Source: an optimization exercise on an open RTL-to-GDS flow (aim: small area, a short achievable clock period and few clock cycles). Production flows keep margins and buffers that such runs may drop. No functional check of the RTL was part of any run shown here. No activity file was given, so power comes from the tool's default toggle rates.

**design/flow/run.sh**
```bash
#!/bin/bash
# synth_recipe.tcl (not shown) runs the flow's synth.tcl, then flattens the netlist and writes it again
# the make line also repeats each setting of config.mk as NAME=value (left out here)
make -C /OpenROAD-flow-scripts/flow DESIGN_CONFIG=/design/flow/config.mk WORK_HOME=/design/flow/orfs CLKGATE_MAP_FILE= SYNTH_SCRIPT=/design/flow/synth_recipe.tcl finish
```
**design/flow/config.mk**
```make
export PLATFORM = sky130hd
export DESIGN_NAME = JAM
export DESIGN_NICKNAME = JAM
export VERILOG_FILES = /design/flow/design.v
export SDC_FILE = /design/flow/constraint.sdc
export NUM_CORES = 4
export LEC_CHECK = 0
export ABC_CLOCK_PERIOD_IN_PS = 2500
export CAP_MARGIN = 20
export CORE_MARGIN = 2
export CORE_UTILIZATION = 40
export SETUP_SLACK_MARGIN = 3.0
export SLEW_MARGIN = 20
```
**design/flow/constraint.sdc**
```tcl
create_clock -name core_clock -period 6.0 [get_ports {CLK}]
set_input_delay 1.2000 -clock core_clock [delete_from_list [all_inputs] [get_ports {CLK}]]
set_output_delay 1.2000 -clock core_clock [all_outputs]
set_load 0.01 [all_outputs]
```
**design/flow/design.v**
```verilog
module JAM (
input CLK,
input RST,
output reg [2:0] W,
output reg [2:0] J,
input [6:0] Cost,
output reg [3:0] MatchCount,
output reg [9:0] MinCost,
output reg Valid );
localparam [2:0] PH_HUNG = 3'd0, PH_AUG = 3'd1, PH_TIGHT = 3'd2, PH_RES = 3'd3,
                 PH_RYS = 3'd4, PH_DONE = 3'd5;
localparam [3:0] ROOT = 4'b1000;
integer k;
reg [2:0] ph;
reg       s0v, s0k, s0first, s0last, s0trr, s0lazy, s0zero, s0t, s0pen;
reg       spec;            
reg [7:0] rem;
reg [2:0] i;             
reg [3:0] j0;            
reg [7:0] used, usedprev;
reg [6:0] Dprev;
reg [8:0] K;
reg [7:0] bestD;         
reg [2:0] bj, bp;
reg       bpv;
reg [7:0] tmask;
reg [2:0] ja;
reg [7:0] M   [0:7];     
reg [6:0] w   [0:7];     
reg [2:0] way [0:7];     
reg [2:0] p   [0:7];
reg [7:0] pv;
reg [7:0] mrd;
reg [6:0] wrd;
reg       s1v, s1k, s1first, s1last, s1trr, s1lazy, s1zero, s1t, s1pen;
reg [2:0] s1c;
reg       s2v, s2k, s2first, s2last, s2trr, s2t, s2pen;
reg [2:0] s2c;
reg [6:0] cost_q, dmq;
reg [8:0] wq;
reg [7:0] Mq1;
reg       s3v, s3k, s3first, s3last, s3trr, s3t, s3pen;
reg [2:0] s3c;
wire      s3rf = (s3c == 3'd0);
wire      s3rl = (s3c == 3'd7);
reg [7:0] yq, Mq2;
reg [2:0] pq;
reg       pvq;
reg [7:0] Rm, Cm, xq;
reg       sgnk;
reg       rlast;
reg       pvld, plast, ppar;
reg [3:0] pq01, pq23, pq45, pq67, pq03, pq47;
reg       pvld2, plast2, ppar2;
reg  [7:0] rowb [0:7];
reg  [7:0] F, Fcols;
always @(*) begin
    F = 8'd0; Fcols = 8'd0;
    for (k = 0; k < 8; k = k + 1) begin
        rowb[k] = {M[7][k], M[6][k], M[5][k], M[4][k], M[3][k], M[2][k], M[1][k], M[0][k]} & Cm;
        if (Rm[k] & (rowb[k] != 8'd0) & ((rowb[k] & (rowb[k] - 8'd1)) == 8'd0)) begin
            F[k] = 1'b1;
            Fcols = Fcols | rowb[k];
        end
    end
end
wire [7:0] xn   = ((xq | ~Cm) + 8'd1) & Cm;
reg [3:0] fac [0:7];
integer   kk;
always @(*) begin
    for (k = 0; k < 8; k = k + 1) begin
        fac[k] = 4'd0;
        for (kk = 0; kk < 8; kk = kk + 1) fac[k] = fac[k] + {3'd0, M[kk][k] & xq[kk]};
        if (~Rm[k]) fac[k] = 4'd1;
    end
end
wire [3:0] pr01 = fac[0] * fac[1];
wire [3:0] pr23 = fac[2] * fac[3];
wire [3:0] pr45 = fac[4] * fac[5];
wire [3:0] pr67 = fac[6] * fac[7];
wire [3:0] pr03 = pq01 * pq23;
wire [3:0] pr47 = pq45 * pq67;
wire [3:0] prod = pq03 * pq47;
wire [6:0] mrd0 = M[J][6:0];
wire [6:0] dm0  = (s0lazy & usedprev[J]) ? (Dprev - mrd0) : 7'd0;
wire [6:0] wl    = wrd + dmq;
wire [8:0] wk    = (s1k | s1first | s1t) ? {2'b00, wl} : ({2'b00, wrd} + K);
wire [8:0] knew  = {1'b0, bestD} - {2'b00, Cost} - {2'b00, wrd};
wire [8:0] yfull = {2'b00, cost_q} + wq;
wire [7:0] ysat  = (yfull[8] | yfull[7]) ? 8'h80 : {1'b0, yfull[6:0]};
wire       c_yM = yq < Mq2;
wire       c_yB = yq < bestD;
wire       c_MB = Mq2 < bestD;
wire       upd  = s3first | c_yM;
wire       take = s3trr | (upd ? c_yB : c_MB);
wire [7:0] nD   = take ? (upd ? yq : Mq2) : bestD;
wire [2:0] nj   = take ? s3c : bj;
wire [2:0] np   = take ? pq  : bp;
wire       npv  = take ? pvq : bpv;
wire       hscan = s3v & ~s3k & ~s3t;
wire       hend  = hscan & s3last;
wire       hpen  = hscan & s3pen;
wire       specok = spec & ~take & bpv;
wire [7:0] c3bit = 8'd1 << s3c;
wire       tlt   = s3rf | c_yB;
wire       teq   = (yq == bestD);
wire [7:0] nmask = tlt ? c3bit : teq ? (tmask | c3bit) : tmask;
wire       tend  = s3v & s3t & s3rl & (W == 3'd7) & ~s0v;
wire [7:0] rlow  = rem & (~rem + 8'd1);
reg  [2:0] rlowi;
always @(*) begin
    rlowi = 3'd0;
    for (k = 7; k >= 0; k = k - 1) if (rlow[k]) rlowi = k;
end
wire [7:0] remn = rem & ~rlow;
wire [2:0] jwc  = way[ja];
wire [3:0] jw   = {jwc == ja, jwc};
wire       augd = (ph == PH_AUG) & jw[3];
always @(posedge CLK) begin
    s1k <= s0k; s1first <= s0first; s1last <= s0last; s1trr <= s0trr;
    s1lazy <= s0lazy; s1zero <= s0zero; s1t <= s0t;
    s1c <= J; s1pen <= s0pen;
    s2k <= s1k; s2first <= s1first; s2last <= s1last; s2trr <= s1trr;
    s2t <= s1t; s2c <= s1c; s2pen <= s1pen;
    s3k <= s2k; s3first <= s2first; s3last <= s2last; s3trr <= s2trr;
    s3t <= s2t; s3c <= s2c; s3pen <= s2pen;
    mrd <= M[J];
    wrd <= s0zero ? 7'd0 : w[J];
    dmq <= dm0;
    cost_q <= Cost;
    wq     <= wk;
    Mq1    <= mrd;
    if (s1v & (s1zero | s1lazy)) w[s1c] <= wl;
    yq  <= ysat;
    Mq2 <= Mq1;
    pq  <= p[s2c];
    pvq <= pv[s2c];
    if (hscan) begin
        if (upd) begin
            M[s3c]   <= yq;
            way[s3c] <= j0[3] ? s3c : j0[2:0];
        end
        bestD <= nD;
        bj    <= nj;
        bp    <= np;
        bpv   <= npv;
    end
    if (hend) ja <= nj;
    if (s3v & s3t) begin
        if (tlt) bestD <= yq;
        tmask <= nmask;
        if (s3rl)
            for (k = 0; k < 8; k = k + 1) M[k] <= {M[k][6:0], nmask[k]};
    end
    if (ph == PH_AUG) begin
        p[ja] <= jw[3] ? i : p[jw[2:0]];
        ja    <= jw[2:0];
    end
    if (augd) begin
        usedprev <= used;
        Dprev    <= bestD[6:0];
    end
    if (tend) begin
        Rm <= 8'hFF;
        Cm <= 8'hFF;
    end
    if (ph == PH_RES) begin
        Rm <= Rm & ~F;
        Cm <= Cm & ~Fcols;
        xq    <= 8'd0;
        sgnk  <= ^Cm;
        rlast <= 1'b0;
        pvld  <= 1'b0;
        plast <= 1'b0;
        pvld2  <= 1'b0;
        plast2 <= 1'b0;
        MatchCount <= 4'd0;
    end
    if (ph == PH_RYS) begin
        if (~rlast) xq <= xn;
        if (xq == Cm) rlast <= 1'b1;
        pvld   <= ~rlast;
        plast  <= ~rlast & (xq == Cm);
        pvld2  <= pvld;
        plast2 <= plast;
        if (pvld2) MatchCount <= MatchCount + (ppar2 ? (4'd0 - prod) : prod);
    end
    pq01 <= pr01;
    pq23 <= pr23;
    pq45 <= pr45;
    pq67 <= pr67;
    pq03 <= pr03;
    pq47 <= pr47;
    ppar  <= (^xq) ^ sgnk;
    ppar2 <= ppar;
end
always @(posedge CLK or posedge RST) begin
    if (RST) begin
        ph <= PH_HUNG;
        W <= 3'd0; J <= 3'd0;
        s0v <= 1'b1; s0k <= 1'b0; s0first <= 1'b1; s0last <= 1'b0; s0trr <= 1'b1;
        s0lazy <= 1'b0; s0zero <= 1'b1; s0t <= 1'b0;
        s0pen <= 1'b0; spec <= 1'b0;
        rem <= 8'hFE;
        i <= 3'd0; j0 <= ROOT;
        used <= 8'd0;
        pv <= 8'd0;
        s1v <= 1'b0; s2v <= 1'b0; s3v <= 1'b0;
        MinCost <= 10'd0; Valid <= 1'b0;
        K <= 9'd0;
    end else begin
        s1v <= s0v; s2v <= s1v; s3v <= s2v;
        if (s1v & s1k) K <= knew;
        if (s0v) begin
            if (s0t) begin
                if ((W == 3'd7) & (J == 3'd7)) begin
                    s0v <= 1'b0;
                end else begin
                    J <= J + 3'd1;
                    if (J == 3'd7) W <= W + 3'd1;
                    s0lazy <= s0lazy & (J != 3'd7);
                end
            end else if (rem == 8'd0) begin
                s0v <= 1'b0;
            end else begin
                J <= rlowi;
                rem <= remn;
                s0k <= 1'b0;
                s0trr <= s0k;
                s0last <= (remn == 8'd0);
                s0pen <= (remn != 8'd0) & ((remn & (remn - 8'd1)) == 8'd0);
            end
        end
        case (ph)
        PH_HUNG: begin
            if (hpen & npv) begin
                W <= np; J <= nj;
                rem <= ~used & ~(8'd1 << nj);
                s0v <= 1'b1; s0k <= 1'b1; s0first <= 1'b0; s0last <= 1'b0; s0trr <= 1'b0;
                s0lazy <= 1'b0; s0zero <= 1'b0; s0pen <= 1'b0;
                spec <= 1'b1;
            end
            if (hend) spec <= 1'b0;
            if (hend & specok) begin
                used <= used | (8'd1 << bj);
                j0 <= {1'b0, bj};
            end else if (hend) begin
                if (spec) s1v <= 1'b0;
                if (npv) begin
                    used <= used | (8'd1 << nj);
                    j0 <= {1'b0, nj};
                    W <= np; J <= nj;
                    rem <= ~used & ~(8'd1 << nj);
                    s0v <= 1'b1; s0k <= 1'b1; s0first <= 1'b0; s0last <= 1'b0; s0trr <= 1'b0;
                    s0lazy <= 1'b0; s0zero <= 1'b0; s0pen <= 1'b0;
                end else begin
                    s0v <= 1'b0;
                    ph <= PH_AUG;
                end
            end
        end
        PH_AUG: begin
            pv[ja] <= 1'b1;
            if (jw[3]) begin
                MinCost <= MinCost + {2'd0, bestD};
                used <= 8'd0;
                K <= 9'd0;
                j0 <= ROOT;
                W <= (i == 3'd7) ? 3'd0 : i + 3'd1;
                J <= 3'd0;
                s0v <= 1'b1; s0k <= 1'b0; s0first <= 1'b1; s0last <= 1'b0; s0trr <= 1'b1;
                s0lazy <= 1'b1; s0zero <= 1'b0; s0pen <= 1'b0;
                rem <= 8'hFE;
                if (i == 3'd7) begin
                    ph <= PH_TIGHT;
                    s0t <= 1'b1; s0first <= 1'b0; s0trr <= 1'b0;
                end else begin
                    ph <= PH_HUNG;
                    i <= i + 3'd1;
                end
            end
        end
        PH_TIGHT: begin
            if (tend) ph <= PH_RES;
        end
        PH_RES: begin
            if (F == 8'd0) ph <= PH_RYS;
        end
        PH_RYS: begin
            if (plast2) begin
                ph <= PH_DONE;
                Valid <= 1'b1;
            end
        end
        default: ;
        endcase
    end
end
endmodule
```
==> summary.md, run 1 <==
| Metric | Value |
|---|---|
| DRC Markers | 0 |
| Mapped Nets | 2349 |
| Crit end category | register |
| Worst-Skew Late Latency | 0.61 ns |
| 1st-pass router iterations | 9 |
| Core area | 58800 µm² |
| Global route overflow | 0 |
| HP Start | Mq1[2]$_DFF_P_ |
| WHS Path Cells | 0 |
| Share of cells above drive strength 1 | 19.4% |
| Chip width | 247 µm |
| Reg2reg end | pq01[3]$_DFF_P_ |
| Largest net degree at the start of global routing | 67 |
| Area Growth Syn to Fin | 18.8% |
| Worst vdd ir | 236 µV |
| Least-Margin Pin Slew | 1.00 ns |
| R2R depth | 18 |
| Hold buffer count at CTS | 0 |
| Worst hold path endpoint | Mq2[2]$_DFF_P_ |
| Relative slew slack | 33.0% |
| Slowest Stage Delay on Critical Path | 0.52 ns |
| Worst-path clk slew | 0.07 ns |
| FF-to-FF setup slack | 1.44 ns |
| Sequential Area | 11500 µm² |
| Post-synthesis cell area | 23700 µm² |
| Top-area cell type share of the netlist area | 28.1% |
| Status | complete, no violations |
| Synth top area cells | edfxtp_1 28%, dfxtp_1 12%, ha_1 7.4%, dfrtp_1 6.4%, mux4_2 4.0% |
| Most common cell in the netlist | nand2_1 |
| Yosys top cell by area | edfxtp_1 |
| Top post-synthesis cells by count | 226 x nand2_1, 222 x edfxtp_1, 145 x dfxtp_1 |
| Global-route wire length before repair | 98.6 mm |
| Final setup fails | 0 |
| Hold Path Class | reg2reg |
| Initial core utilization | 40.3% |
| Slowest CP cell | fa_1 |
| Max-slew violations | 0 |
| Placer Congestion | 0.914 |
| Sequential area share after synthesis | 48.2% |
| DRT iter0 DRCs | 1691 |
| Worst EP required | 6.47 ns |
| Post-synthesis cell count | 2155 |
| Post-synth ARST share | 16.6% |
| Worst setup path class | reg2reg |
| NumNets Final | 2467 |
| Via Count | 17.3k |
| #FFs+latches synth | 440 |
| Root buffer cell | clkbuf_16 |
| Initial antenna violation count | 0 |
| Vias/cell | 5.62 |
| MaxCap Viol Count | 0 |
| Die ar. | 61200 µm² |
| DIE HEIGHT | 247 µm |
| Vias in the first global route | 17.2k |
| Dpl cells | 2889 |
| Port bufs | 29 |
| Unrepaired setup endpoints after global routing | true |
| Clk buf depth | 3 |
| Fillers | 5286 |
| Ports | 30 |
| Fin crit period | 4.56 ns |
| Critical Path AT | 5.03 ns |
| TritonCTS clock tree | done |
| Cell Chain, Critical Path | and2_4 > fa_1 > inv_1 > fa_1 > fa_1 > inv_1 > ha_2 > fa_2 > nand2_2 > nor2_2 > ha_1 > ha_4 > ha_4 > xor2_2 > xnor2_1 > xnor2_1 > xnor2_1 > xor2_1 |
| Total Wirelength | 64.4 mm |
| Post-synthesis cell type count | 79 |
| Wirelength per Cell | 20.9 µm |
| Post-synth EDFFs | 222 |
| Yosys Warn Count | 3 |
| Area of the multi-input gates | 12100 µm² |
| Reg2Reg Launch Point | M[0][1]$_DFFE_PP_ |
| Pleak | 0.0112 µW |
| Final Hold Viols | 0 |
| Fin crit share | 76.0% |
| DPL Wire Length | 44.2 mm |
| Layout Cells excl Fill | 3086 |
| Row cnt | 89 |
| Syn avg cell area | 11.0 µm² |
| Top FF cell, synth | edfxtp_1 |
| Critical path fanouts, max | 3 |
| Total negative setup slack | 0 ns |
| Achievable Freq | 219 MHz |
| CTS H-Tree Depth | 2 |
| CTS sink count | 440 |
| Antenna-violating nets left | 0 |
| Total CTS buffers | 48 |
| Tot GR Track Use | 20.9% |
| Worst clock skew | 0.0320 ns |
| Pwr dens | 230 nW/µm² |
| Antenna cells | 0 |
| CP Launch Type | register |
## layout make-up
class	count	area share [%]
multi-input cells	1491	43.1
inverters	135	1.84
clock buffers	67	4.84
flip-flops and latches	440	40.7
repair buffers	157	5.06
well taps	773	3.44
clock inverters	23	0.995
## worst max-delay path, delay by kind of cell, from the launching register on
kind	cells	cell delay [ns]
buf+inv	2	0.09
xor+xnor	5	0.70
simple gates	3	0.38
flops	1	0.41
fa+ha+maj	8	2.83
## how the worst max path moves through the flow
stage                      startpoint              end  slack, ns
detailed placement      xq[1]$_DFF_P_  pq67[3]$_DFF_P_       1.24
CTS                     xq[0]$_DFF_P_  pq01[3]$_DFF_P_       1.42
global route        M[0][1]$_DFFE_PP_  pq01[3]$_DFF_P_       1.28
floorplan           M[0][1]$_DFFE_PP_  pq01[3]$_DFF_P_       1.52
global placement        xq[1]$_DFF_P_  pq01[3]$_DFF_P_       1.29
finish              M[0][1]$_DFFE_PP_  pq01[3]$_DFF_P_       1.44
## what timing repair did
action,4_1_cts,5_1_grt
endpoints found under the hold margin,0,0
endpoints found under the setup margin,167,142
pin swaps,40,50
cloned,2,3
setup buffers,72,30
gates resized for setup,75,98
## placed cells by master (no fill, tap or decap), types with 11 or more instances in the layout
master           count
clkbuf_1            11
xnor2_1             84
o21a_1              13
a31oi_1             19
mux2i_1             31
dfxtp_1            130
clkdlybuf4s50_1     25
o21bai_1            11
nand4_1             21
inv_1              128
and2_4              16
a22oi_1             22
buf_4              107
clkbuf_16           50
a21oi_1             85
mux2_2              19
nand2_1            217
o31ai_1             16
mux4_2              42
a222oi_1            14
dfrtp_1             59
ha_4                17
edfxtp_1           222
o21ai_0             69
a22o_1              11
a21o_1              78
a211oi_1            13
nor2_2              11
dfstp_2             12
nor2b_1             23
nor2_1             126
and2_1              51
ha_1               115
fa_1                38
nor3_1              23
nand3_1             42
xor2_1              32
nand2b_1            15
o211ai_1            18
## cell families (layout without fill, tap and decap cells)
| family | Yosys count | count (layout) | share of synthesized area (%) |
|---|---|---|---|
| AOI/OAI and AO/OA | 451 | 451 | 12.8 |
| xor gates and xnor gates | 121 | 121 | 4.53 |
| adders and majority gates | 187 | 187 | 11.3 |
| buffers and inverters | 225 | 382 | 3.69 |
| DFF | 440 | 440 | 48.2 |
| muxes | 107 | 107 | 7.23 |
| and+or+nand+nor | 624 | 625 | 12.3 |
## layer usage
metal / part of all wire [%] / wire length (µm) / up-vias / track usage, %
met1: 44 / 28300 / 8620 / 28.2
li1: - / - / 7987 / -
met5: 0 / 0 / - / 0
met2: 47 / 30100 / 591 / 33.6
met4: 3.1 / 2000 / 0 / 8.03
met3: 6.2 / 4000 / 132 / 3.70
## state kept, by name, indices dropped and copies added (netlist names), 9 cells and up, named ones only
name and cells:
K 9, way 24, w 56, M 64, wq 9, p 24
MinCost 10
## metrics by stage
step / instance area, µm² / hold slack [ns] / power [µW] / setup slack (ns) / util [%]
6_report: 28200 / 0.317 / 6470 / 1.44 / 47.9
5_1_grt: 28200 / 0.309 / 6670 / 1.28 / 47.9
4_1_cts: 27500 / 0.307 / 6510 / 1.42 / 46.8
3_5_place_dp: 25000 / 0.312 / 3450 / 1.24 / 42.5
3_3_place_gp: 25000 / 0.311 / 3440 / 1.29 / 42.5
2_1_floorplan: 23900 / 0.310 / 3390 / 1.52 / -
## power breakdown
part	total, µW	internal (µW)	leakage [µW]	switching, µW
Combinational	238	106	0.00654	132
Clock	3060	1780	0.000789	1280
Sequential	3180	3160	0.00389	14.5
==> inputs of run 2 (changes only) <==
--- a/design/flow/design.v
+++ b/design/flow/design.v
@@ -36,7 +36,8 @@
 reg [2:0] s1c;
 reg       s2v, s2k, s2first, s2last, s2trr, s2t, s2pen;
 reg [2:0] s2c;
-reg [6:0] cost_q, dmq;
+reg [6:0] cost_q;
+reg       upq, cyM;
 reg [8:0] wq;
 reg [7:0] Mq1;
 reg       s3v, s3k, s3first, s3last, s3trr, s3t, s3pen;
@@ -51,7 +52,7 @@
 reg       rlast;
 reg       pvld, plast, ppar;
 reg [3:0] pq01, pq23, pq45, pq67, pq03, pq47;
-reg       pvld2, plast2, ppar2;
+reg       pvld2, plast2, ppar2, pvld3, plast3, ppar3;
 reg  [7:0] rowb [0:7];
 reg  [7:0] F, Fcols;
 always @(*) begin
@@ -65,43 +66,51 @@
     end
 end
 wire [7:0] xn   = ((xq | ~Cm) + 8'd1) & Cm;
+function [3:0] pop8;
+    input [7:0] b;
+    reg [1:0] a0, a1, a2, a3;
+    reg [2:0] c0, c1;
+    begin
+        a0 = b[0] + b[1]; a1 = b[2] + b[3]; a2 = b[4] + b[5]; a3 = b[6] + b[7];
+        c0 = a0 + a1; c1 = a2 + a3;
+        pop8 = c0 + c1;
+    end
+endfunction
 reg [3:0] fac [0:7];
-integer   kk;
+reg [3:0] fq  [0:7];
 always @(*) begin
-    for (k = 0; k < 8; k = k + 1) begin
-        fac[k] = 4'd0;
-        for (kk = 0; kk < 8; kk = kk + 1) fac[k] = fac[k] + {3'd0, M[kk][k] & xq[kk]};
-        if (~Rm[k]) fac[k] = 4'd1;
-    end
+    for (k = 0; k < 8; k = k + 1)
+        fac[k] = Rm[k] ? pop8({M[7][k], M[6][k], M[5][k], M[4][k], M[3][k], M[2][k], M[1][k], M[0][k]} & xq) : 4'd1;
 end
-wire [3:0] pr01 = fac[0] * fac[1];
-wire [3:0] pr23 = fac[2] * fac[3];
-wire [3:0] pr45 = fac[4] * fac[5];
-wire [3:0] pr67 = fac[6] * fac[7];
+wire [3:0] pr01 = fq[0] * fq[1];
+wire [3:0] pr23 = fq[2] * fq[3];
+wire [3:0] pr45 = fq[4] * fq[5];
+wire [3:0] pr67 = fq[6] * fq[7];
 wire [3:0] pr03 = pq01 * pq23;
 wire [3:0] pr47 = pq45 * pq67;
 wire [3:0] prod = pq03 * pq47;
-wire [6:0] mrd0 = M[J][6:0];
-wire [6:0] dm0  = (s0lazy & usedprev[J]) ? (Dprev - mrd0) : 7'd0;
-wire [6:0] wl    = wrd + dmq;
+wire [6:0] wl    = upq ? (wrd + Dprev - mrd[6:0]) : wrd;
 wire [8:0] wk    = (s1k | s1first | s1t) ? {2'b00, wl} : ({2'b00, wrd} + K);
 wire [8:0] knew  = {1'b0, bestD} - {2'b00, Cost} - {2'b00, wrd};
 wire [8:0] yfull = {2'b00, cost_q} + wq;
 wire [7:0] ysat  = (yfull[8] | yfull[7]) ? 8'h80 : {1'b0, yfull[6:0]};
-wire       c_yM = yq < Mq2;
 wire       c_yB = yq < bestD;
 wire       c_MB = Mq2 < bestD;
-wire       upd  = s3first | c_yM;
+wire       upd  = s3first | cyM;
 wire       take = s3trr | (upd ? c_yB : c_MB);
 wire [7:0] nD   = take ? (upd ? yq : Mq2) : bestD;
+wire [7:0] c3bit = 8'd1 << s3c;
 wire [2:0] nj   = take ? s3c : bj;
+wire [7:0] bjbit  = 8'd1 << bj;
+wire [7:0] nbit   = take ? c3bit : bjbit;
+wire [7:0] nused  = take ? (used | c3bit) : (used | bjbit);
+wire [7:0] nrem   = take ? (~used & ~c3bit) : (~used & ~bjbit);
 wire [2:0] np   = take ? pq  : bp;
 wire       npv  = take ? pvq : bpv;
 wire       hscan = s3v & ~s3k & ~s3t;
 wire       hend  = hscan & s3last;
 wire       hpen  = hscan & s3pen;
 wire       specok = spec & ~take & bpv;
-wire [7:0] c3bit = 8'd1 << s3c;
 wire       tlt   = s3rf | c_yB;
 wire       teq   = (yq == bestD);
 wire [7:0] nmask = tlt ? c3bit : teq ? (tmask | c3bit) : tmask;
@@ -126,12 +135,13 @@
     s3t <= s2t; s3c <= s2c; s3pen <= s2pen;
     mrd <= M[J];
     wrd <= s0zero ? 7'd0 : w[J];
-    dmq <= dm0;
+    upq <= s0lazy & usedprev[J];
     cost_q <= Cost;
     wq     <= wk;
     Mq1    <= mrd;
     if (s1v & (s1zero | s1lazy)) w[s1c] <= wl;
     yq  <= ysat;
+    cyM <= ysat < Mq1;
     Mq2 <= Mq1;
     pq  <= p[s2c];
     pvq <= pv[s2c];
@@ -174,6 +184,8 @@
         plast <= 1'b0;
         pvld2  <= 1'b0;
         plast2 <= 1'b0;
+        pvld3  <= 1'b0;
+        plast3 <= 1'b0;
         MatchCount <= 4'd0;
     end
     if (ph == PH_RYS) begin
@@ -183,8 +195,11 @@
         plast  <= ~rlast & (xq == Cm);
         pvld2  <= pvld;
         plast2 <= plast;
-        if (pvld2) MatchCount <= MatchCount + (ppar2 ? (4'd0 - prod) : prod);
+        pvld3  <= pvld2;
+        plast3 <= plast2;
+        if (pvld3) MatchCount <= MatchCount + (ppar3 ? (4'd0 - prod) : prod);
     end
+    for (k = 0; k < 8; k = k + 1) fq[k] <= fac[k];
     pq01 <= pr01;
     pq23 <= pr23;
     pq45 <= pr45;
@@ -193,6 +208,7 @@
     pq47 <= pr47;
     ppar  <= (^xq) ^ sgnk;
     ppar2 <= ppar;
+    ppar3 <= ppar2;
 end
 always @(posedge CLK or posedge RST) begin
     if (RST) begin
@@ -235,22 +251,22 @@
         PH_HUNG: begin
             if (hpen & npv) begin
                 W <= np; J <= nj;
-                rem <= ~used & ~(8'd1 << nj);
+                rem <= nrem;
                 s0v <= 1'b1; s0k <= 1'b1; s0first <= 1'b0; s0last <= 1'b0; s0trr <= 1'b0;
                 s0lazy <= 1'b0; s0zero <= 1'b0; s0pen <= 1'b0;
                 spec <= 1'b1;
             end
             if (hend) spec <= 1'b0;
             if (hend & specok) begin
-                used <= used | (8'd1 << bj);
+                used <= used | bjbit;
                 j0 <= {1'b0, bj};
             end else if (hend) begin
                 if (spec) s1v <= 1'b0;
                 if (npv) begin
-                    used <= used | (8'd1 << nj);
+                    used <= nused;
                     j0 <= {1'b0, nj};
                     W <= np; J <= nj;
-                    rem <= ~used & ~(8'd1 << nj);
+                    rem <= nrem;
                     s0v <= 1'b1; s0k <= 1'b1; s0first <= 1'b0; s0last <= 1'b0; s0trr <= 1'b0;
                     s0lazy <= 1'b0; s0zero <= 1'b0; s0pen <= 1'b0;
                 end else begin
@@ -287,7 +303,7 @@
             if (F == 8'd0) ph <= PH_RYS;
         end
         PH_RYS: begin
-            if (plast2) begin
+            if (plast3) begin
                 ph <= PH_DONE;
                 Valid <= 1'b1;
             end
--- a/design/flow/config.mk
+++ b/design/flow/config.mk
@@ -9,5 +9,5 @@
 export CAP_MARGIN = 20
 export CORE_MARGIN = 2
 export CORE_UTILIZATION = 40
-export SETUP_SLACK_MARGIN = 3.0
+export SETUP_SLACK_MARGIN = 3.4
 export SLEW_MARGIN = 20
==> run 2 against run 1 <==
Net effect: synthesized cell count increased by 1.4%; combinational power is 21% lower; count of clock-buffer cells in the layout is 1 higher; critical endpoint is now cyM$_DFF_P_; setup slack better by 1.3 ns; flip-flop and latch count grew 30; hold slack got worse by 0.0043 ns; sequential share of layout area fell by 0.86 points.
==> summary.md, run 2 <==
| Metric | Value |
|---|---|
| Ports | 30 |
| M2 GR Usage | 35.1% |
| Vias/cell | 5.63 |
| DPL Wire Length | 44.7 mm |
| DRT iter0 DRCs | 1762 |
| Commonest cells after routing, fill and taps aside | 225 x nand2_1, 224 x edfxtp_1, 154 x dfxtp_1 |
| Top FF cell, synth | edfxtp_1 |
| Initial core utilization | 40.4% |
| Slowest CP cell | a221oi_4 |
| Vias in the first global route | 18.1k |
| Share of cells above drive strength 1 | 26.1% |
| Critical Path AT | 3.82 ns |
| Placer Congestion | 0.913 |
| Global route overflow | 0 |
| 1st-pass router iterations | 10 |
| Largest net degree at the start of global routing | 60 |
| Fin crit period | 3.30 ns |
| Most frequent CP cell | a21o_1 |
| Reg2reg end | cyM$_DFF_P_ |
| Yosys top cell by area | edfxtp_1 |
| Die ar. | 62900 µm² |
| Worst Slack Setup Final | 2.70 ns |
| Worst setup path class | reg2reg |
| Stages on worst setup path | 15 |
| CTS H-Tree Depth | 2 |
| TritonCTS clock tree | done |
| Mapped Nets | 2379 |
| #FFs+latches synth | 470 |
| Fillers | 5194 |
| Total CTS buffers | 50 |
| Worst Setup Slack post-DPL | 2.18 ns |
| Critical path fanouts, max | 5 |
| Most common cell in the netlist | nand2_1 |
| Worst setup endpoint | cyM$_DFF_P_ |
| Clk pwr share | 48.0% |
| Cell Chain, Critical Path | ha_4 > fa_2 > a21o_1 > a21oi_2 > o21bai_1 > a21oi_2 > o21bai_2 > a221oi_4 > nor2_2 > ha_1 > a21o_1 > a21o_1 > a211oi_2 > nand3b_1 > o21ai_2 |
| Clk buf depth | 3 |
| Crit end category | register |
| Worst vdd ir | 219 µV |
| Post-synthesis cell type count | 84 |
| Global-route wire length before repair | 105 mm |
| Most used routing layer | met2 |
| Core area | 60200 µm² |
| Root buffer cell | clkbuf_16 |
| Grt met3 use | 3.59% |
| Hold buffer count at CTS | 0 |
| Most common cell after layout, fill and taps aside | nand2_1 |
| Post-synthesis cell count | 2185 |
| Top Registers | M x64, w x56, fq x32 |
| Top post-synthesis cells by count | 230 x nand2_1, 224 x edfxtp_1, 173 x dfxtp_1 |
| Sw Ratio | 21.4% |
| Antenna cells | 0 |
| Worst-path clk slew | 0.06 ns |
| Unrepaired setup endpoints after global routing | true |
| Slowest Stage Delay on Critical Path | 0.36 ns |
| FF-to-FF setup slack | 2.70 ns |
| Cell internal pwr | 5360 µW |
| Grt met1 use | 28.5% |
| Pwr dens | 224 nW/µm² |
| Hold Path Class | reg2reg |
| Worst clock skew | 0.0450 ns |
| NumNets Final | 2573 |
| Dpl cells | 2925 |
| Worst EP required | 6.52 ns |
| WP buf/inv | 0 |
| Status | complete, no violations |
| Achievable Freq | 303 MHz |
| DIE HEIGHT | 251 µm |
| Antenna-violating nets left | 0 |
| Biggest register | M |
| CP Launch Type | register |
| CTS sink count | 470 |
| Port bufs | 29 |
| Chip width | 251 µm |
| R2R depth | 15 |
| Wirelength per Cell | 21.4 µm |
| Synth top area cells | edfxtp_1 28%, dfxtp_1 14%, ha_1 7.0%, dfrtp_1 6.3%, mux4_2 4.3% |
| Fin crit share | 55.0% |
| Initial antenna violation count | 0 |
| Syn avg cell area | 11.1 µm² |
| DRC Markers | 0 |
| MaxCap Viol Count | 0 |
| Least-Margin Pin Slew | 0.907 ns |
| Critical path's top delay family | compound AO/OA/AOI/OAI gates |
| Total negative setup slack | 0 ns |
| Sequential power share | 49.3% |
| Max FFs per register | 64 |
| Area Growth Syn to Fin | 24.7% |
| Tot GR Track Use | 21.4% |
| Post-synth EDFFs | 224 |
| Pleak | 0.0123 µW |
| Final setup fails | 0 |
| Post-synth ARST share | 15.5% |
| Yosys Warn Count | 4 |
| Reg2Reg Launch Point | cost_q[0]$_DFF_P_ |
| Combinational group share of total power | 2.8% |
| Via Count | 18.0k |
| Relative slew slack | 37.8% |
| NetSw | 1460 µW |
| Layout Cells excl Fill | 3202 |
| Row cnt | 90 |
| Worst-Skew Late Latency | 0.63 ns |
| Post-synthesis cell area | 24400 µm² |
| Max-slew violations | 0 |
| Crit path from | cost_q[0]$_DFF_P_ |
| Sequential area share after synthesis | 49.4% |
| Final Hold Viols | 0 |
| Top-area cell type share of the netlist area | 27.6% |
| Total Wirelength | 68.4 mm |
-- run 2: logic make-up (layout without fill, tap and decap cells) --
kind of cell             Yosys count  after routing  share of synthesized area, %
AO/OA/AOI/OAI                    408            408                          11.2
XOR/XNOR                         120            120                          4.32
adder cells (fa/ha/maj)          188            188                          11.1
buffers and inverters            237            468                          3.80
flip-flops                       470            470                          49.4
multiplexers                     117            118                          7.30
AND/OR/NAND/NOR                  645            648                          12.9
-- run 2: worst register-to-register path: cells and delay by family, from the launching register on --
kind	cells	cell delay, ns
adders and majority gates	3	0.80
DFF	1	0.34
and+or+nand+nor	2	0.24
AOI/OAI and AO/OA	10	1.82
-- run 2: layout make-up --
type	instances	area [µm²]	area share (%)
Multi-Input combinational cell	1482	12800	42.1
Sequential cell	470	12100	39.8
Timing Repair Buffer	224	2160	7.11
Clock buffer	68	1410	4.65
Tap cell	782	978	3.22
Inverter	151	599	1.97
Clock inverter	25	335	1.10
-- run 2: worst min-delay path by stage --
stage / from / end / slack (ns) / depth (start not counted)
floorplan: mrd[7]$_DFF_P_ / Mq1[7]$_DFF_P_ / 0.31 / 0
global placement: s2pen$_DFF_P_ / s3pen$_DFF_P_ / 0.31 / 0
detailed placement: s2trr$_DFF_P_ / s3trr$_DFF_P_ / 0.31 / 0
CTS: s2trr$_DFF_P_ / s3trr$_DFF_P_ / 0.31 / 0
global route: s1last$_DFF_P_ / s2last$_DFF_P_ / 0.33 / 0
finish: s2trr$_DFF_P_ / s3trr$_DFF_P_ / 0.31 / 0
-- run 2: metal layers --
| metal | share of wire (%) | wire length, µm |
|---|---|---|
| met5 | 0 | 0 |
| met4 | 3.5 | 2370 |
| met3 | 7.5 | 5110 |
| met2 | 47 | 32200 |
| met1 | 42 | 28700 |
-- run 2: repair_timing --
action / CTS / global route
setup buffers: 150 / 22
cloned: 8 / 4
pin swaps: 86 / 75
gates resized for setup: 262 / 122
setup endpoints to repair: 244 / 230
-- run 2: power groups by stage --
stage | Sequential [µW] | Clock (µW) | Combinational (µW)
5_1_grt | 3360 | 3440 | 204
4_1_cts | 3360 | 3330 | 164
3_3_place_gp | 3430 | 0 | 129
3_5_place_dp | 3430 | 0 | 132
6_report | 3360 | 3270 | 188
2_1_floorplan | 3420 | 0 | 98.6
-- run 2: through the flow --
stage | cell area [µm²] | util [%] | hold WS [ns] | power, µW
final | 30400 | 50.4 | 0.313 | 6820
after detailed placement | 25600 | 42.5 | 0.314 | 3560
after floorplan | 24600 | - | 0.310 | 3520
after global placement | 25600 | 42.5 | 0.312 | 3560
after CTS | 29600 | 49.1 | 0.312 | 6850
after global routing | 30400 | 50.4 | 0.331 | 7000
==> inputs of run 3 (changes only) <==
--- a/design/flow/config.mk
+++ b/design/flow/config.mk
@@ -9,5 +9,5 @@
 export CAP_MARGIN = 20
 export CORE_MARGIN = 2
 export CORE_UTILIZATION = 40
-export SETUP_SLACK_MARGIN = 3.4
+export SETUP_SLACK_MARGIN = 3.0
 export SLEW_MARGIN = 20
==> run 3 against run 2 <==
Net effect: still clean; area after synthesis did not move; final cell count shrank 1.1%; hold slack better by 0.0095 ns; register-to-register slack gained 0.09 ns; non-clock buffer count fell by 39; sequential power hardly changed; critical path type unchanged; critical endpoint is now fq[4][2]$_SDFF_PN0_.
==> summary.md, run 3 <==
| Metric | Value |
|---|---|
| Status | complete, no violations |
| Worst EP required | 6.49 ns |
| Post-synthesis cell type count | 84 |
| CP Launch Type | register |
| Worst-Skew Late Latency | 0.62 ns |
| Vias in the first global route | 17.7k |
| Worst setup path class | reg2reg |
| Fin crit share | 53.5% |
| Biggest register | M |
| Post-synth ARST share | 15.5% |
| Fin crit period | 3.21 ns |
| Root buffer cell | clkbuf_16 |
| Worst Setup Slack post-DPL | 1.66 ns |
| Grt met3 use | 3.28% |
| Yosys top cell by area | edfxtp_1 |
| Ports | 30 |
| 1st-pass router iterations | 9 |
| Synth top area cells | edfxtp_1 28%, dfxtp_1 14%, ha_1 7.0%, dfrtp_1 6.3%, mux4_2 4.3% |
| Total negative setup slack | 0 ns |
| Global route overflow | 0 |
| Top FF cell, synth | edfxtp_1 |
| Grt met1 use | 27.7% |
| Most used routing layer | met2 |
| Largest net degree at the start of global routing | 60 |
| Fillers | 5343 |
| Top Registers | M x64, w x56, fq x32 |
| Most common cell in the netlist | nand2_1 |
| Achievable Freq | 311 MHz |
| Port bufs | 29 |
| M2 GR Usage | 34.8% |
| Share of cells above drive strength 1 | 19.6% |
| Fin util | 48.1% |
| NumNets Final | 2534 |
| Placer Congestion | 0.907 |
| Syn avg cell area | 11.1 µm² |
| Vias/cell | 5.57 |
| Post-synth EDFFs | 224 |
| Critical path fanouts, max | 3 |
| DPL Wire Length | 44.2 mm |
| Top-area cell type share of the netlist area | 27.6% |
| Commonest cells after routing, fill and taps aside | 229 x nand2_1, 224 x edfxtp_1, 157 x dfxtp_1 |
| Area Growth Syn to Fin | 19.0% |
| Sequential area share after synthesis | 49.4% |
| Critical Path AT | 3.70 ns |
| Initial core utilization | 40.4% |
| Yosys Warn Count | 4 |
| Post-synthesis cell count | 2185 |
| Worst clock skew | 0.0310 ns |
| Clk buf depth | 3 |
| Crit end category | register |
| Tot GR Track Use | 20.8% |
| Row cnt | 90 |
| Least-Margin Pin Slew | 1.06 ns |
| Final Hold Viols | 0 |
| Initial antenna violation count | 2 |
| Chip width | 251 µm |
| Pleak | 0.0118 µW |
| Final setup fails | 0 |
| Max-slew violations | 0 |
| Total Wirelength | 66.5 mm |
| Worst-path clk slew | 0.07 ns |
| Wirelength per Cell | 21.0 µm |
| Relative slew slack | 28.9% |
| Max FFs per register | 64 |
| Unrepaired setup endpoints after global routing | true |
| Antenna-violating nets left | 0 |
| Worst Slack Setup Final | 2.79 ns |
| MaxCap Viol Count | 0 |
| TritonCTS clock tree | done |
| Most common cell after layout, fill and taps aside | nand2_1 |
| Global-route wire length before repair | 102 mm |
| Via Count | 17.6k |
| Hold Path Class | reg2reg |
| DIE HEIGHT | 251 µm |
| Top post-synthesis cells by count | 230 x nand2_1, 224 x edfxtp_1, 173 x dfxtp_1 |
| #FFs+latches synth | 470 |
| Mapped Nets | 2379 |
| DRT iter0 DRCs | 1766 |
| Total CTS buffers | 51 |
| CTS sink count | 470 |
| Worst vdd ir | 227 µV |
| CTS H-Tree Depth | 2 |
| Core area | 60200 µm² |
| Pwr dens | 238 nW/µm² |
| Post-synthesis cell area | 24400 µm² |
| Die ar. | 62900 µm² |
| DRC Markers | 0 |
## run 3: cell counts after synthesis
No cell type changed its count.
## run 3: through the flow
step / hold WS, ns / cells / area (µm²) / power, µW
2_1_floorplan: 0.310 / 2185 / 24400 / 3520
3_3_place_gp: 0.311 / 2923 / 25500 / 3550
3_5_place_dp: 0.314 / 2924 / 25500 / 3550
4_1_cts: 0.321 / 3139 / 28500 / 6950
5_1_grt: 0.335 / 3166 / 29000 / 7100
6_report: 0.322 / 3166 / 29000 / 6900
## run 3: area by class of cell
cell class	instances	area (µm²)	area share, %
timing repair buffer	185	1590	5.48
clock buffer	64	1430	4.93
multi-input combinational	1481	11900	41.2
clock inverter	32	385	1.33
inverter	151	576	1.99
antenna	1	2.50	0.00864
sequential	470	12100	41.7
tap	782	978	3.38
## run 3: cells by family (layout without fill, tap and decap cells)
logic type	Yosys count	in the layout	synth area share [%]
AND/OR/NAND/NOR	645	647	12.9
flip-flops	470	470	49.4
XOR/XNOR	120	120	4.32
adder cells (fa/ha/maj)	188	188	11.1
AO/OA/AOI/OAI	408	408	11.2
buffers and inverters	237	432	3.80
multiplexers	117	118	7.30
other	0	1	0
## run 3: layer usage
metal	vias up	wire length, µm
met5	-	0
met4	0	2000
met3	149	4760
met2	706	31500
met1	8659	28200
li1	8111	-
## run 3: repair_timing
item | 4_1_cts | 5_1_grt
setup endpoints to repair | 158 | 124
pin swaps | 52 | 39
cloned | 2 | 3
gates resized for setup | 92 | 63
hold buffers | 0 | 0
setup buffers | 117 | 23
## run 3: worst paths after layout
path	start	endpoint	slack (ns)	cells past startpoint
setup / recovery	M[0][4]$_DFFE_PP_	fq[4][2]$_SDFF_PN0_	2.79	12
hold / removal	s1trr$_DFF_P_	s2trr$_DFF_P_	0.32	0
setup reg to reg	M[0][4]$_DFFE_PP_	fq[4][2]$_SDFF_PN0_	2.79	12
hold reg to reg	s1trr$_DFF_P_	s2trr$_DFF_P_	0.32	0
max in group asynchronous	RST	J[0]$_DFF_PP0_	3.82	3
min in group asynchronous	RST	K[6]$_DFF_PP0_	1.07	2
## run 3: power breakdown
group	internal (µW)	leakage, µW	switching [µW]
Clock	2000	0.000882	1390
Combinational	70.7	0.00681	80.5
Sequential	3350	0.00412	8.56
Total	5420	0.0118	1480
## run 3: critical path, cell delays in order, from the launching register on
cell	delay, ns
edfxtp_1	0.43
inv_2	0.12
nor2_2	0.05
fa_1	0.55
inv_2	0.04
fa_1	0.50
fa_1	0.48
inv_1	0.09
ha_2	0.19
inv_2	0.04
fa_2	0.33
xnor2_1	0.12
and2_1	0.15
==> inputs of run 4 (changes only) <==
--- a/design/flow/design.v
+++ b/design/flow/design.v
@@ -37,7 +37,7 @@
 reg       s2v, s2k, s2first, s2last, s2trr, s2t, s2pen;
 reg [2:0] s2c;
 reg [6:0] cost_q;
-reg       upq, cyM;
+reg       upq;
 reg [8:0] wq;
 reg [7:0] Mq1;
 reg       s3v, s3k, s3first, s3last, s3trr, s3t, s3pen;
@@ -96,7 +96,8 @@
 wire [7:0] ysat  = (yfull[8] | yfull[7]) ? 8'h80 : {1'b0, yfull[6:0]};
 wire       c_yB = yq < bestD;
 wire       c_MB = Mq2 < bestD;
-wire       upd  = s3first | cyM;
+wire       c_yM = yq < Mq2;
+wire       upd  = s3first | c_yM;
 wire       take = s3trr | (upd ? c_yB : c_MB);
 wire [7:0] nD   = take ? (upd ? yq : Mq2) : bestD;
 wire [7:0] c3bit = 8'd1 << s3c;
@@ -141,7 +142,6 @@
     Mq1    <= mrd;
     if (s1v & (s1zero | s1lazy)) w[s1c] <= wl;
     yq  <= ysat;
-    cyM <= ysat < Mq1;
     Mq2 <= Mq1;
     pq  <= p[s2c];
     pvq <= pv[s2c];
==> run 4 against run 3 <==
Net effect: clock skew up 0.0066 ns; sequential power about the same; global-route usage up 1.2 points; first-iteration DRC count up 0.74%; total power up 0.24%; synthesized cell count up 2.6%; setup slack better by 0.11 ns; combinational power up 8%; final area down 0.23%.
==> summary.md, run 4 <==
| Metric | Value |
|---|---|
| Fin crit share | 51.7% |
| Wirelength per Cell | 22.0 µm |
| Sequential Area | 12000 µm² |
| Relative slew slack | 25.1% |
| Largest net degree at the start of global routing | 63 |
| Fin crit period | 3.10 ns |
| Yosys top cell by area | edfxtp_1 |
| Top post-synthesis cells by count | 243 x nand2_1, 224 x edfxtp_1, 172 x dfxtp_1 |
| Post-synth ARST share | 15.6% |
| Status | complete, no violations |
| Total negative setup slack | 0 ns |
| Grt met3 use | 3.54% |
| Core area | 61400 µm² |
| Post-synth EDFFs | 224 |
| Hold buffer count at CTS | 0 |
| Worst-path clk slew | 0.06 ns |
| Vias/cell | 5.67 |
| Row cnt | 91 |
| Port bufs | 29 |
| Reg2Reg Launch Point | M[0][5]$_DFFE_PP_ |
| Syn avg cell area | 11.0 µm² |
| Worst-Skew Late Latency | 0.63 ns |
| TritonCTS clock tree | done |
| Worst vdd ir | 232 µV |
| Critical Path AT | 3.62 ns |
| Crit path from | M[0][5]$_DFFE_PP_ |
| Critical path fanouts, max | 2 |
| DRC Markers | 0 |
| Sequential area share after synthesis | 48.6% |
| Post-synthesis cell type count | 88 |
| Most common cell after layout, fill and taps aside | nand2_1 |
| Post-synthesis cell count | 2242 |
| Hold Path Class | reg2reg |
| Global route overflow | 0 |
| DRT iter0 DRCs | 1779 |
| Worst clock skew | 0.0376 ns |
| DIE HEIGHT | 253 µm |
| Pwr dens | 239 nW/µm² |
| MaxCap Viol Count | 0 |
| #FFs+latches synth | 469 |
| Final Hold Viols | 0 |
| Initial antenna violation count | 1 |
| Achievable Freq | 322 MHz |
| Top FF cell, synth | edfxtp_1 |
| Final setup fails | 0 |
| WHS Path Cells | 0 |
| CP Launch Type | register |
| WHS | 0.325 ns |
| Antenna-violating nets left | 0 |
| Pleak | 0.0117 µW |
| Tot GR Track Use | 22.0% |
| Die ar. | 63800 µm² |
| Mapped Nets | 2435 |
| Ports | 30 |
| M2 GR Usage | 35.0% |
| Area of the multi-input gates | 12200 µm² |
| Synth top area cells | edfxtp_1 27%, dfxtp_1 14%, ha_1 6.8%, dfrtp_1 6.2%, mux4_2 4.2% |
| Most common cell in the netlist | nand2_1 |
| Max-slew violations | 0 |
| Top Registers | M x64, w x56, fq x32 |
| Fillers | 5524 |
| Clk buf depth | 3 |
| Worst EP required | 6.52 ns |
| Top-area cell type share of the netlist area | 27.2% |
| HP Start | Mq1[0]$_DFF_P_ |
| Max FFs per register | 64 |
| Least-Margin Pin Slew | 1.11 ns |
| NumNets Final | 2533 |
| Share of cells above drive strength 1 | 18.9% |
| Worst setup path class | reg2reg |
| Total Wirelength | 69.8 mm |
| Grt met1 use | 30.7% |
| Placer Congestion | 0.919 |
| Most used routing layer | met2 |
| CTS H-Tree Depth | 2 |
| Root buffer cell | clkbuf_16 |
| 1st-pass router iterations | 6 |
| Initial core utilization | 40.3% |
| Area Growth Syn to Fin | 17.0% |
| Global-route wire length before repair | 108 mm |
| CTS sink count | 469 |
| Via Count | 18.0k |
| Crit end category | register |
| FF-to-FF setup slack | 2.90 ns |
| Chip width | 253 µm |
| Post-synthesis cell area | 24700 µm² |
| R2R depth | 10 |
| Biggest register | M |
| DPL Wire Length | 47.2 mm |
| Vias in the first global route | 18.2k |
| Total CTS buffers | 52 |
| Commonest cells after routing, fill and taps aside | 242 x nand2_1, 224 x edfxtp_1, 162 x dfxtp_1 |
| Unrepaired setup endpoints after global routing | true |
| Yosys Warn Count | 4 |
[run 4: worst paths after layout]
path                                     endpoint
setup / recovery              fq[5][1]$_SDFF_PN0_
hold / removal                     Mq2[0]$_DFF_P_
setup reg to reg              fq[5][1]$_SDFF_PN0_
hold reg to reg                    Mq2[0]$_DFF_P_
max in group asynchronous          J[2]$_DFF_PP0_
min in group asynchronous  MinCost[0]$_DFFE_PP0P_
[run 4: worst max-delay path, stage by stage (launching register included)]
cell	delay, ns
edfxtp_1	0.47
and2_4	0.21
fa_1	0.53
inv_1	0.05
fa_1	0.49
fa_1	0.42
inv_1	0.07
ha_2	0.18
inv_2	0.04
fa_2	0.51
nor2_1	0.04
[run 4: final cells by class]
| type | instances | share of cell area (%) |
|---|---|---|
| Sequential cell | 469 | 41.7 |
| Timing Repair Buffer | 150 | 4.42 |
| Timing Repair inverter | 2 | 0.0563 |
| Clock inverter | 27 | 1.10 |
| Inverter | 145 | 1.97 |
| Tap cell | 790 | 3.42 |
| Antenna cell | 1 | 0.00866 |
| Multi-Input combinational cell | 1520 | 42.1 |
| Clock buffer | 71 | 5.25 |
[run 4: repair_timing]
item / in CTS / in global routing
resized for setup: 61 / 74
pin swaps: 33 / 36
setup buffers: 69 / 32
cloned: 4 / 0
setup endpoints to repair: 200 / 159
[run 4: cells by family after synthesis]
family / Yosys count / share of synthesized area [%]
mux: 101 / 6.61
flops: 469 / 48.6
compound gates: 449 / 12.5
fa+ha+maj: 188 / 11.0
simple gates: 667 / 13.2
buf+inv: 254 / 4.09
xor+xnor: 114 / 4.04
[run 4: power by group]
part / internal (µW) / switching [µW] / total, µW
registers: 3350 / 7.23 / 3350
clock network: 2010 / 1390 / 3400
logic: 69.6 / 93.4 / 163
total: 5420 / 1490 / 6910
[run 4: through the flow]
stage	cells	utilization, %	setup slack (ns)	power (µW)	instance area (µm²)
global placement	2971	42.0	2.31	3560	25700
CTS	3142	46.3	2.86	6950	28400
floorplan	2242	-	3.00	3530	24800
finish	3175	47.1	2.90	6910	28900
detailed placement	2971	42.0	2.21	3570	25700
global route	3174	47.1	2.80	7100	28900
[run 4: metal layers]
layer  wire length [µm]  share of wire (%)  vias to the layer above
met4               2240                3.2                        0
li1                   -                  -                     8225
met5                  0                  0                        -
met1              30500                 44                     8919
met2              31800                 46                      712
met3               5190                7.4                      156
==> inputs of run 5 (changes only) <==
--- a/design/flow/config.mk
+++ b/design/flow/config.mk
@@ -8,6 +8,6 @@
 export ABC_CLOCK_PERIOD_IN_PS = 2500
 export CAP_MARGIN = 20
 export CORE_MARGIN = 2
-export CORE_UTILIZATION = 40
+export CORE_UTILIZATION = 55
 export SETUP_SLACK_MARGIN = 3.0
 export SLEW_MARGIN = 20
==> run 5 against run 4 <==
Net effect: count of clock-buffer cells in the layout did not move; die area fell by 27%; total power fell by 0.93%; global-route usage rose by 7.4 points; non-clock buffer count fell by 10; flip-flop and latch count did not move; area after synthesis did not move; critical path depth rose by 1; via count rose by 0.62%; critical endpoint is now fq[7][2]$_SDFF_PN0_; largest power group is now registers.
==> summary.md, run 5 <==
| Metric | Value |
|---|---|
| Status | complete, no violations |
| Pwr dens | 240 nW/µm² |
| Fin crit period | 3.13 ns |
| Port bufs | 29 |
| Vias in the first global route | 17.8k |
| DIE HEIGHT | 216 µm |
| Largest net degree at the start of global routing | 59 |
| Least-Margin Pin Slew | 1.17 ns |
| Area of the multi-input gates | 12100 µm² |
| Chip width | 216 µm |
| Most common cell in the netlist | nand2_1 |
| Vias/cell | 6.11 |
| Area Growth Syn to Fin | 15.3% |
| Final Hold Viols | 0 |
| Total negative setup slack | 0 ns |
| Mapped Nets | 2435 |
| Crit end category | register |
| Fillers | 3553 |
| Initial core utilization | 55.8% |
| Worst Slack Setup Final | 2.87 ns |
| Hold Path Class | reg2reg |
| Cell Chain, Critical Path | and2_4 > fa_1 > inv_1 > fa_1 > fa_1 > inv_1 > ha_2 > inv_2 > fa_2 > xor2_1 > nor2_1 |
| Post-synth ARST share | 15.6% |
| Max-slew violations | 0 |
| Most common cell after layout, fill and taps aside | nand2_1 |
| Placer Congestion | 0.913 |
| Unrepaired setup endpoints after global routing | true |
| NumNets Final | 2526 |
| Sequential area share after synthesis | 48.6% |
| Worst clock skew | 0.0255 ns |
| Synth top area cells | edfxtp_1 27%, dfxtp_1 14%, ha_1 6.8%, dfrtp_1 6.2%, mux4_2 4.2% |
| Initial antenna violation count | 1 |
| Global-route wire length before repair | 105 mm |
| DRT iter0 DRCs | 1904 |
| Syn avg cell area | 11.0 µm² |
| Post-synthesis cell type count | 88 |
| Post-synth EDFFs | 224 |
| Sequential Area | 12000 µm² |
| TritonCTS clock tree | done |
| Worst Setup Slack post-DPL | 2.19 ns |
| Core area | 44300 µm² |
| DPL Wire Length | 46.0 mm |
| Pleak | 0.0116 µW |
| Total Wirelength | 68.8 mm |
| Clk buf depth | 3 |
| Yosys top cell by area | edfxtp_1 |
| CP Launch Type | register |
| Biggest register | M |
| Die ar. | 46600 µm² |
| Critical path fanouts, max | 4 |
| Wirelength per Cell | 23.2 µm |
| Commonest cells after routing, fill and taps aside | 242 x nand2_1, 224 x edfxtp_1, 159 x dfxtp_1 |
| Ports | 30 |
| Total CTS buffers | 50 |
| 1st-pass router iterations | 7 |
| Fin crit share | 52.1% |
| DRC Markers | 0 |
| Global route overflow | 0 |
| Root buffer cell | clkbuf_16 |
| Slowest CP cell | fa_1 |
| Post-synthesis cell area | 24700 µm² |
| Critical Path AT | 3.62 ns |
| Slowest Stage Delay on Critical Path | 0.49 ns |
| Relative slew slack | 21.2% |
| Yosys Warn Count | 4 |
| Top FF cell, synth | edfxtp_1 |
| Final setup fails | 0 |
| #FFs+latches synth | 469 |
| CTS sink count | 469 |
| Top post-synthesis cells by count | 243 x nand2_1, 224 x edfxtp_1, 172 x dfxtp_1 |
| Row cnt | 77 |
| Post-synthesis cell count | 2242 |
| MaxCap Viol Count | 0 |
| Worst-Skew Late Latency | 0.60 ns |
| Worst EP required | 6.49 ns |
| Worst vdd ir | 202 µV |
| Worst setup path class | reg2reg |
| Tot GR Track Use | 29.5% |
| Top Registers | M x64, w x56, fq x32 |
| Max FFs per register | 64 |
| Antenna-violating nets left | 0 |
| Most frequent CP cell | fa_1 |
| Share of cells above drive strength 1 | 18.1% |
| Via Count | 18.1k |
| CTS H-Tree Depth | 2 |
| Top-area cell type share of the netlist area | 27.2% |
| Achievable Freq | 320 MHz |
| Overall Power | 6850 µW |
| Worst-path clk slew | 0.06 ns |
run 5: final timing paths:
check                                   from                   to  slack (ns)  depth (start not counted)
hold reg to reg               Mq1[0]$_DFF_P_       Mq2[0]$_DFF_P_        0.32                          0
setup reg to reg           M[1][7]$_DFFE_PP_  fq[7][2]$_SDFF_PN0_        2.87                         11
min in group asynchronous                RST       K[7]$_DFF_PP0_        1.12                          2
hold / removal                Mq1[0]$_DFF_P_       Mq2[0]$_DFF_P_        0.32                          0
setup / recovery           M[1][7]$_DFFE_PP_  fq[7][2]$_SDFF_PN0_        2.87                         11
max in group asynchronous                RST       J[2]$_DFF_PP0_        3.80                          3
run 5: stage by stage:
| step | util (%) | area, µm² | hold WS (ns) | cells |
|---|---|---|---|---|
| after floorplan | - | 24800 | 0.310 | 2242 |
| after global placement | 57.4 | 25400 | 0.312 | 2766 |
| after detailed placement | 57.4 | 25500 | 0.312 | 2766 |
| after CTS | 63.0 | 27900 | 0.324 | 2925 |
| after global routing | 64.3 | 28500 | 0.333 | 2966 |
| final | 64.3 | 28500 | 0.323 | 2967 |
run 5: layout make-up:
type | count | area share (%)
diodes | 1 | 0.00878
repair inverters | 3 | 0.0791
flip-flops and latches | 469 | 42.3
well taps | 592 | 2.60
multi-input cells | 1524 | 42.6
inverters | 145 | 1.99
repair buffers | 140 | 4.14
clock inverters | 22 | 1.00
clock buffers | 71 | 5.28
run 5: repair_timing:
item / CTS / global route
endpoints found under the setup margin: 204 / 187
gates cloned: 4 / 5
pin swaps: 20 / 35
buffers inserted: 62 / 34
resized for setup: 54 / 67
hold buffers: 0 / 0
run 5: worst max-delay path: cells and delay by family (launching register included):
family | cells | cell delay, ns
adders and majority gates | 5 | 1.90
DFF | 1 | 0.48
and+or+nand+nor | 2 | 0.35
buffers and inverters | 3 | 0.16
xor gates and xnor gates | 1 | 0.14
run 5: routing by layer:
layer / part of all wire, % / wire length (µm) / GRT usage [%] / up-vias
li1: - / - / - / 8213
met1: 42 / 29200 / 40.9 / 8928
met2: 45 / 31100 / 45.7 / 806
met3: 8.4 / 5810 / 5.93 / 176
met4: 4.0 / 2740 / 11.7 / 0
met5: 0 / 0 / 0 / -
run 5: kinds of logic (layout without fill, tap and decap cells):
family | Yosys count | count (layout) | synth area share (%)
AO/OA/AOI/OAI | 449 | 451 | 12.5
XOR/XNOR | 114 | 114 | 4.04
adder cells (fa/ha/maj) | 188 | 188 | 11.0
buffers and inverters | 254 | 381 | 4.09
flip-flops | 469 | 469 | 48.6
multiplexers | 101 | 102 | 6.61
other | 0 | 1 | 0
AND/OR/NAND/NOR | 667 | 669 | 13.2
run 5: report_power, final:
group / switching (µW) / leakage, µW / internal (µW) / total [µW]
Combinational: 98.3 / 0.00668 / 79.2 / 178
Clock: 1310 / 0.000881 / 2010 / 3320
Sequential: 9.17 / 0.00407 / 3350 / 3350
Total: 1410 / 0.0116 / 5430 / 6850

-- static timing again, ports no longer ideal --
How much do the figures lean on ideal ports? The routed layouts below were timed once more, with nothing changed but the port constraints.
Step 1 sets driving cells, clkbuf_16 on the clock port and buf_2 on the other inputs (assumed; they add their load-dependent delay and slew).
Step 2 moves the port delays by t, midway between the first and last clock arrival at a register: inputs arrive t later, outputs are due t later. That takes back most of the time a late clock gives input paths.
Slacks: ideal / step 1 / step 2; pairs: ideal / step 1.
| run | t (ns) | setup WS [ns] | worst register clock-pin slew, ns |
|---|---|---|---|
| run 1 | 0.655 | 1.439 / 1.439 / 1.439 | 0.07 / 0.07 |
| run 2 | 0.671 | 2.700 / 2.700 / 2.700 | 0.07 / 0.07 |
| run 3 | 0.666 | 2.789 / 2.789 / 2.496 | 0.07 / 0.07 |
| run 4 | 0.667 | 2.896 / 2.896 / 2.497 | 0.07 / 0.07 |
| run 5 | 0.643 | 2.871 / 2.871 / 2.478 | 0.07 / 0.07 |
After both steps every run listed still meets setup and hold. The setup slack of run 4, which loses most, moves by 0.000 ns with the drivers and by -0.399 ns with both steps.
